From an optimization exercise on the open Yosys and OpenROAD flow, aimed at small area, a short achievable clock period and few clock cycles; shortcuts taken in it are not production practice. Only simulation tests tie the RTL to the original design; equivalence was not proved.

==> inputs of build 94 <==
Design Deco, start of the top module:
module Deco(
             clk_p_i,
             reset_n_i,
             data_i,
             data_o,
             start_i,
             done_o
);
==> flow/config.mk <==
export PLATFORM = sky130hd
export DESIGN_NAME = Deco
export DESIGN_NICKNAME = Deco
export VERILOG_FILES = /design/flow/design.v
export SDC_FILE = /design/flow/constraint.sdc
export NUM_CORES = 4
export LEC_CHECK = 0
export ABC_AREA = 1
export CAP_MARGIN = 20
export CORE_MARGIN = 2
export CORE_UTILIZATION = 65
export PLACE_DENSITY = 0.75
export SLEW_MARGIN = 20
==> flow/constraint.sdc <==
create_clock -name core_clock -period 44.0 [get_ports {clk_p_i}]
set_input_delay 8.8000 -clock core_clock [delete_from_list [all_inputs] [get_ports {clk_p_i}]]
set_output_delay 8.8000 -clock core_clock [all_outputs]
set_load 0.01 [all_outputs]
standard.sh (not shown) runs the stock make flow with config.mk's settings and CLKGATE_MAP_FILE= SYNTH_SCRIPT=/design/flow/synth_recipe.tcl, a recipe that flattens the netlist after the stock synthesis.
==> flow/flow/run.sh <==
#!/bin/bash
# The standard layout, with faster port buffers: the ports' delays are fixed,
# so their buffers' delay adds straight to the achieved period.
set -euo pipefail
bash standard.sh "BUFFER_PORTS_ARGS=-buffer_cell sky130_fd_sc_hd__buf_2" finish > standard.log 2>&1
==> inputs of build 12, as changes to build 94 <==
--- a/flow/design.v
+++ b/flow/design.v
@@ -120,24 +120,14 @@
     RGt c0(n0, n1, g0); RGt c1(n2, n3, g1); RGt c2(p0, p1, g2); RGt c3(p2, p3, g3);
     wire signed [12:0] n01 = g0 ? n0 : n1, n23 = g1 ? n2 : n3;
     wire signed [12:0] p01 = g2 ? p0 : p1, p23 = g3 ? p2 : p3;
     RGt c4(n01, n23, g4); RGt c5(p01, p23, g5);
     Clamp13 cn(g4 ? n01 : n23, mn);
     Clamp13 cp(g5 ? p01 : p23, mp);
 endmodule
-module LlrMax2(f0, f1, f2, f3, f4, f5, f6, f7, b0, b1, b2, b3, pa, pb, na, nb);
-    input  signed [11:0] f0, f1, f2, f3, f4, f5, f6, f7, b0, b1, b2, b3;
-    output signed [11:0] pa, pb, na, nb;
-    wire signed [12:0] n0 = f0 + b0, n1 = f5 + b2, n2 = f2 + b1, n3 = f7 + b3;
-    wire signed [12:0] p0 = f4 + b2, p1 = f1 + b0, p2 = f6 + b3, p3 = f3 + b1;
-    Clamp13 c0(n0 > n1 ? n0 : n1, na);
-    Clamp13 c1(n2 > n3 ? n2 : n3, nb);
-    Clamp13 c2(p0 > p1 ? p0 : p1, pa);
-    Clamp13 c3(p2 > p3 ? p2 : p3, pb);
-endmodule
 module ExtPrep(x, s, wx, d, wd);
     input  signed [11:0] x;
     input  signed [3:0]  s;
     output signed [11:0] wx;
     output signed [5:0]  d;
     output signed [12:0] wd;
     assign wx = ~x + 12'd1;
@@ -184,22 +174,21 @@
     reg  [3:0]         iter;
     reg  [4:0]         out_reg;
     reg  [4:0]         h1r;                 
     reg  signed [11:0] EC [0:4];            
     reg  signed [11:0] xFr, xBr;            
     reg  signed [5:0]  AZr, BZr;            
     reg  signed [5:0]  AFr, BFr, ABr, BBr;  
-    reg  signed [6:0]  b2r [0:3];           
+    reg                fst;                 
     reg  signed [11:0] GF0, GF1, GF2, GF3;  
     reg  signed [11:0] al [0:3];            
     reg  signed [11:0] be [0:3];            
     reg  signed [11:0] b3s [0:3];           
     reg  signed [11:0] fs1r [0:7];          
-    reg  signed [11:0] paP, pbP, naP, nbP;  
-    reg  signed [11:0] mpQ, mnQ;
+    reg  signed [11:0] mpP, mnP, mpQ, mnQ;  
     reg  signed [11:0] xPr, xQr;            
     reg  signed [3:0]  sPr, sQr;            
     reg                tP2, tP3, tP4, tQ1, tQ0;  
     assign data_o = out_reg;
     assign done_o = done;
     wire signed [3:0] sy0 = vr[0];
     wire signed [3:0] sy1 = d2 ? vr[4] : vr[1];
@@ -214,32 +203,33 @@
     function signed [11:0] cN(input signed [11:0] g);
         cN = g[11] ? NINF : {1'b1, g[10:0]};
     endfunction
     wire signed [5:0] A5 = vr[5] + vr[12], B5 = vr[5] - vr[12];
     wire signed [5:0] A6 = vr[6] + vr[13], B6 = vr[6] - vr[13];
     wire signed [6:0] t1_0 = -A6 - A5, t1_1 = B5 - A6, t1_2 = B6 - A5, t1_3 = B6 + B5;
     wire signed [6:0] t2_0 = -(vr[19] + vr[20]);
-    wire signed [6:0] L5 = {4'b0, vr[5][3:1]},  L12 = {4'b0, vr[12][3:1]};
-    wire signed [6:0] L6 = {4'b0, vr[6][3:1]},  L13 = {4'b0, vr[13][3:1]};
-    wire signed [3:0] m5 = {3'b0, data_i[15]},  m12 = {3'b0, data_i[8]};
-    wire signed [3:0] m6 = {3'b0, data_i[14]},  m13 = {3'b0, data_i[7]};
-    wire signed [3:0] k0 = m6 + m13 + m5 + m12, k1 = m5 - m12 - m6 - m13;
-    wire signed [3:0] k2 = m6 - m13 - m5 - m12, k3 = m6 - m13 + m5 - m12;
-    wire signed [6:0] f1_0 = -(L6 + L13 + L5 + L12) + {k0, 3'b0};
-    wire signed [6:0] f1_1 = (L5 - L12 - L6 - L13) - {k1, 3'b0};
-    wire signed [6:0] f1_2 = (L6 - L13 - L5 - L12) - {k2, 3'b0};
-    wire signed [6:0] f1_3 = (L6 - L13 + L5 - L12) - {k3, 3'b0};
-    wire signed [11:0] b2_0 = b2r[0], b2_1 = b2r[1], b2_2 = b2r[2], b2_3 = b2r[3];
-    wire ld = !busy && (rc == 2'd3);
-    wire signed [3:0] nsF = ld ? {data_i[18], vr[2][3:1]} : p5 ? vr[2] : p1 ? sy1 : p2 ? sy3 : sy4;
-    wire signed [3:0] neF = ld ? {data_i[11], vr[9][3:1]} : p5 ? (d1 ? vr[16] : vr[9]) : p1 ? en1 : p2 ? en3 : en4;
-    wire signed [3:0] nsB = ld ? {data_i[16], vr[4][3:1]} : p5 ? (d1 ? vr[3] : vr[4]) : p1 ? sy3 : p2 ? sy2 : sy1;
-    wire signed [3:0] neB = ld ? {data_i[9], vr[11][3:1]} : p5 ? (d1 ? vr[18] : vr[11]) : p1 ? en3 : p2 ? en2 : en1;
-    wire signed [5:0] nsF6 = nsF, neF6 = neF, nsB6 = nsB, neB6 = neB;
-    wire signed [5:0]  AF = AFr, BF = BFr, AB = ABr, BB = BBr;
+    wire signed [11:0] b2_0 = d2 ? t2_0 : t1_0;
+    wire signed [11:0] b2_1 = d2 ? t2_0 : t1_1;
+    wire signed [11:0] b2_2 = d2 ? t2_0 : t1_2;
+    wire signed [11:0] b2_3 = d2 ? t2_0 : t1_3;
+    function signed [11:0] ops(input n2, input [2:0] m);
+        reg signed [5:0] s, e;
+        begin
+            case (m)
+                3'd1: begin s = n2 ? vr[4] : vr[1]; e = n2 ? vr[15] : vr[8];  end
+                3'd2: begin s = vr[2];              e = n2 ? vr[16] : vr[9];  end
+                3'd3: begin s = n2 ? vr[1] : vr[3]; e = n2 ? vr[17] : vr[10]; end
+                default: begin s = n2 ? vr[3] : vr[4]; e = n2 ? vr[18] : vr[11]; end
+            endcase
+            ops = {s + e, s - e};
+        end
+    endfunction
+    wire signed [11:0] opF = fst ? ops(1'b0, 3'd2) : {AFr, BFr};
+    wire signed [11:0] opB = fst ? ops(1'b0, 3'd4) : {ABr, BBr};
+    wire signed [5:0]  AF = opF[11:6], BF = opF[5:0], AB = opB[11:6], BB = opB[5:0];
     wire signed [11:0] gF0, gF1, gF2, gF3, gB0, gB1, gB2, gB3, gZ0, gZ1, gZ2, gZ3;
     Gamma uGF(AF, BF, xFr, gF0, gF1, gF2, gF3);
     Gamma uGB(AB, BB, xBr, gB0, gB1, gB2, gB3);
     Gamma uGZ(AZr, BZr, EC[0], gZ0, gZ1, gZ2, gZ3);
     wire signed [12:0] x0 = EC[0];
     wire signed [12:0] s0 = sy0;
     wire c0 = x0 < 13'sd1024 - s0;          
@@ -260,27 +250,25 @@
             gB0, gB1, gB2, gB3, bN0, bN1, bN2, bN3);
     wire signed [11:0] pb0 = p3 ? be[0] : p4 ? b3s[0] : b2_0;
     wire signed [11:0] pb1 = p3 ? be[1] : p4 ? b3s[1] : b2_1;
     wire signed [11:0] pb2 = p3 ? be[2] : p4 ? b3s[2] : b2_2;
     wire signed [11:0] pb3 = p3 ? be[3] : p4 ? b3s[3] : b2_3;
     wire signed [11:0] e0, e1, e2, e3, e4, e5, e6, e7;
     FwdSums uPF(al[0], al[1], al[2], al[3], GF0, GF1, GF2, GF3, e0, e1, e2, e3, e4, e5, e6, e7);
-    wire signed [11:0] paPn, pbPn, naPn, nbPn;
-    LlrMax2 uP(e0, e1, e2, e3, e4, e5, e6, e7, pb0, pb1, pb2, pb3, paPn, pbPn, naPn, nbPn);
+    wire signed [11:0] mpPn, mnPn;
+    LlrMax uP(e0, e1, e2, e3, e4, e5, e6, e7, pb0, pb1, pb2, pb3, mpPn, mnPn);
     wire signed [11:0] mpQn, mnQn;
     LlrMaxR uQ(fs1r[0], fs1r[1], fs1r[2], fs1r[3], fs1r[4], fs1r[5], fs1r[6], fs1r[7],
                be[0], be[1], be[2], be[3], mpQn, mnQn);
     wire signed [11:0] wxP, wxQ;
     wire signed [5:0]  dP, dQ;
     wire signed [12:0] wdP, wdQ;
     ExtPrep uEP(xPr, sPr, wxP, dP, wdP);
     ExtPrep uEQ(xQr, sQr, wxQ, dQ, wdQ);
     wire signed [11:0] xP, xQ;
-    wire signed [11:0] mpP = (paP > pbP) ? paP : pbP;
-    wire signed [11:0] mnP = (naP > nbP) ? naP : nbP;
     LlrExt uXP(mpP, mnP, wxP, dP, wdP, xP);
     LlrExt uXQ(mpQ, mnQ, wxQ, dQ, wdQ, xQ);
     reg signed [11:0] ECn [0:4];
     integer i;
     always @(*) begin
         for (i = 0; i < 5; i = i + 1) ECn[i] = EC[i];
         if (tP3) begin if (d1) ECn[4] = xP; else ECn[1] = xP; end
@@ -292,19 +280,20 @@
     wire fin = busy && tP4 && d1;
     wire [4:0] h2 = {~ECn[0][11], ~ECn[1][11], ~ECn[2][11], ~ECn[3][11], ~ECn[4][11]};
     wire stop = fin && ((h1r == h2) || (iter == 4'd9));
     always @(posedge clk_p_i or negedge reset_n_i) begin
         if (!reset_n_i) begin
             rc <= 2'd0; busy <= 1'b0; d1 <= 1'b1; d2 <= 1'b0;
             p1 <= 1'b1; p2 <= 1'b0; p3 <= 1'b0; p4 <= 1'b0; p5 <= 1'b0;
-            iter <= 4'd0; done <= 1'b0; out_reg <= 5'd0;
+            iter <= 4'd0; done <= 1'b0; out_reg <= 5'd0; fst <= 1'b0;
             tP2 <= 1'b0; tP3 <= 1'b0; tP4 <= 1'b0; tQ1 <= 1'b0; tQ0 <= 1'b0;
         end else begin
             done <= stop;
             if (stop) out_reg <= h2;
+            fst <= !busy && start_i && (rc == 2'd3);
             tP2 <= busy && p3; tP3 <= busy && p4; tP4 <= busy && p5;
             tQ1 <= busy && p4; tQ0 <= busy && p5;
             if (!busy) begin
                 p1 <= 1'b1; p2 <= 1'b0; p3 <= 1'b0; p4 <= 1'b0; p5 <= 1'b0;
                 d1 <= 1'b1; d2 <= 1'b0; iter <= 4'd0;
                 if (start_i) begin
                     rc <= rc + 2'd1;
@@ -317,38 +306,31 @@
                 if (p5) begin d1 <= ~d1; d2 <= ~d2; end
                 if (fin) iter <= iter + 4'd1;
                 if (stop) busy <= 1'b0;
             end
         end
     end
     always @(posedge clk_p_i) begin
-        paP <= paPn; pbP <= pbPn; naP <= naPn; nbP <= nbPn;
-        mpQ <= mpQn; mnQ <= mnQn;
+        mpP <= mpPn; mnP <= mnPn; mpQ <= mpQn; mnQ <= mnQn;
         xPr <= p3 ? EC[2] : p4 ? EC[3] : EC[4];
         sPr <= p3 ? sy2 : p4 ? sy3 : sy4;
         xQr <= p4 ? EC[1] : EC[0];
         sQr <= p4 ? sy1 : sy0;
         if (!busy) begin
             for (i = 0; i < 21; i = i + 1)
                 vr[i] <= {data_i[20 - i], vr[i][3:1]};
         end
         for (i = 0; i < 5; i = i + 1)
             EC[i] <= busy ? ECn[i] : 12'sd0;
         if (d2 && p2) h1r <= {~EC[0][11], ~EC[3][11], ~EC[2][11], ~EC[4][11], ~EC[1][11]};
         xFr <= !busy ? 12'sd0 : p5 ? ECn[2] : p1 ? ECn[1] : p2 ? EC[3] : EC[4];
         xBr <= !busy ? 12'sd0 : p5 ? ECn[4] : p1 ? ECn[3] : p2 ? EC[2] : EC[1];
         if (p1) begin AZr <= sy0 + en0; BZr <= sy0 - en0; end
-        AFr <= nsF6 + neF6; BFr <= nsF6 - neF6;
-        ABr <= nsB6 + neB6; BBr <= nsB6 - neB6;
-        if (ld) begin
-            b2r[0] <= f1_0; b2r[1] <= f1_1; b2r[2] <= f1_2; b2r[3] <= f1_3;
-        end else if (p5) begin
-            b2r[0] <= d1 ? t2_0 : t1_0; b2r[1] <= d1 ? t2_0 : t1_1;
-            b2r[2] <= d1 ? t2_0 : t1_2; b2r[3] <= d1 ? t2_0 : t1_3;
-        end
+        {AFr, BFr} <= p5 ? ops(d1, 3'd2) : p1 ? ops(d2, 3'd1) : p2 ? ops(d2, 3'd3) : ops(d2, 3'd4);
+        {ABr, BBr} <= p5 ? ops(d1, 3'd4) : p1 ? ops(d2, 3'd3) : p2 ? ops(d2, 3'd2) : ops(d2, 3'd1);
         if (!p2 && !p5) begin
             GF0 <= gF0; GF1 <= gF1; GF2 <= gF2; GF3 <= gF3;
         end
         al[0] <= aN0; al[1] <= aN1; al[2] <= aN2; al[3] <= aN3;
         be[0] <= bN0; be[1] <= bN1; be[2] <= bN2; be[3] <= bN3;
         if (p1) begin
             b3s[0] <= bN0; b3s[1] <= bN1; b3s[2] <= bN2; b3s[3] <= bN3;
==> flow_metrics.env <==
export IMPL_path_class="input pin to flip-flop"
export IMPL_clock_fmax_ghz=0.0897
export IMPL_outcome="finished clean"
export IMPL_gp_congestion=1.17
export IMPL_synth_common_cells="1697 x nand2_1, 1556 x inv_1, 872 x ha_1"
the above is filed under build 94

==> flow_metrics.env <==
export IMPL_clock_fmax_ghz=0.0966
export IMPL_path_class="flip-flop to flip-flop"
export IMPL_gp_congestion=1.19
export IMPL_synth_common_cells="1803 x nand2_1, 1499 x inv_1, 934 x o21ai_0"
export IMPL_outcome="finished clean"
the above is filed under build 12

Testbench counts of build 94, summed over its fixed seeds: cycles 11,298.
Testbench counts of build 12, summed over its fixed seeds: cycles 11,298.

## static timing again, ports no longer ideal
The flow's constraints put no driver on any port. The routed layouts listed below were extracted and timed again, unchanged, in two steps.
Step 1: set_driving_cell puts a clkbuf_16 on clk_p_i and a buf_2 on each other input, an assumption about the parent block.
Step 2 adds t to the input delays and takes it off the output delays; t is the mean of the earliest and latest rising clock arrival at the registers after step 1. Input paths then give back, and output paths get back, about the clock's delay inside the block.
a / b / c = ideal / step 1 / step 2; a / b = the first two.
| run | t (ns) | setup WS [ns] | worst setup path after step 2 | pins driven straight from the clock port |
|---|---|---|---|---|
| build 94 | 0.769 | 32.848 / 32.911 / 32.142 | input to register | 1 |
| build 12 | 0.755 | 33.644 / 33.644 / 33.644 | register to register | 1 |
After both steps setup and hold are still met in every run listed. For build 94, which loses most, drivers alone change the setup slack by +0.063 ns; drivers and shift together by -0.706 ns.
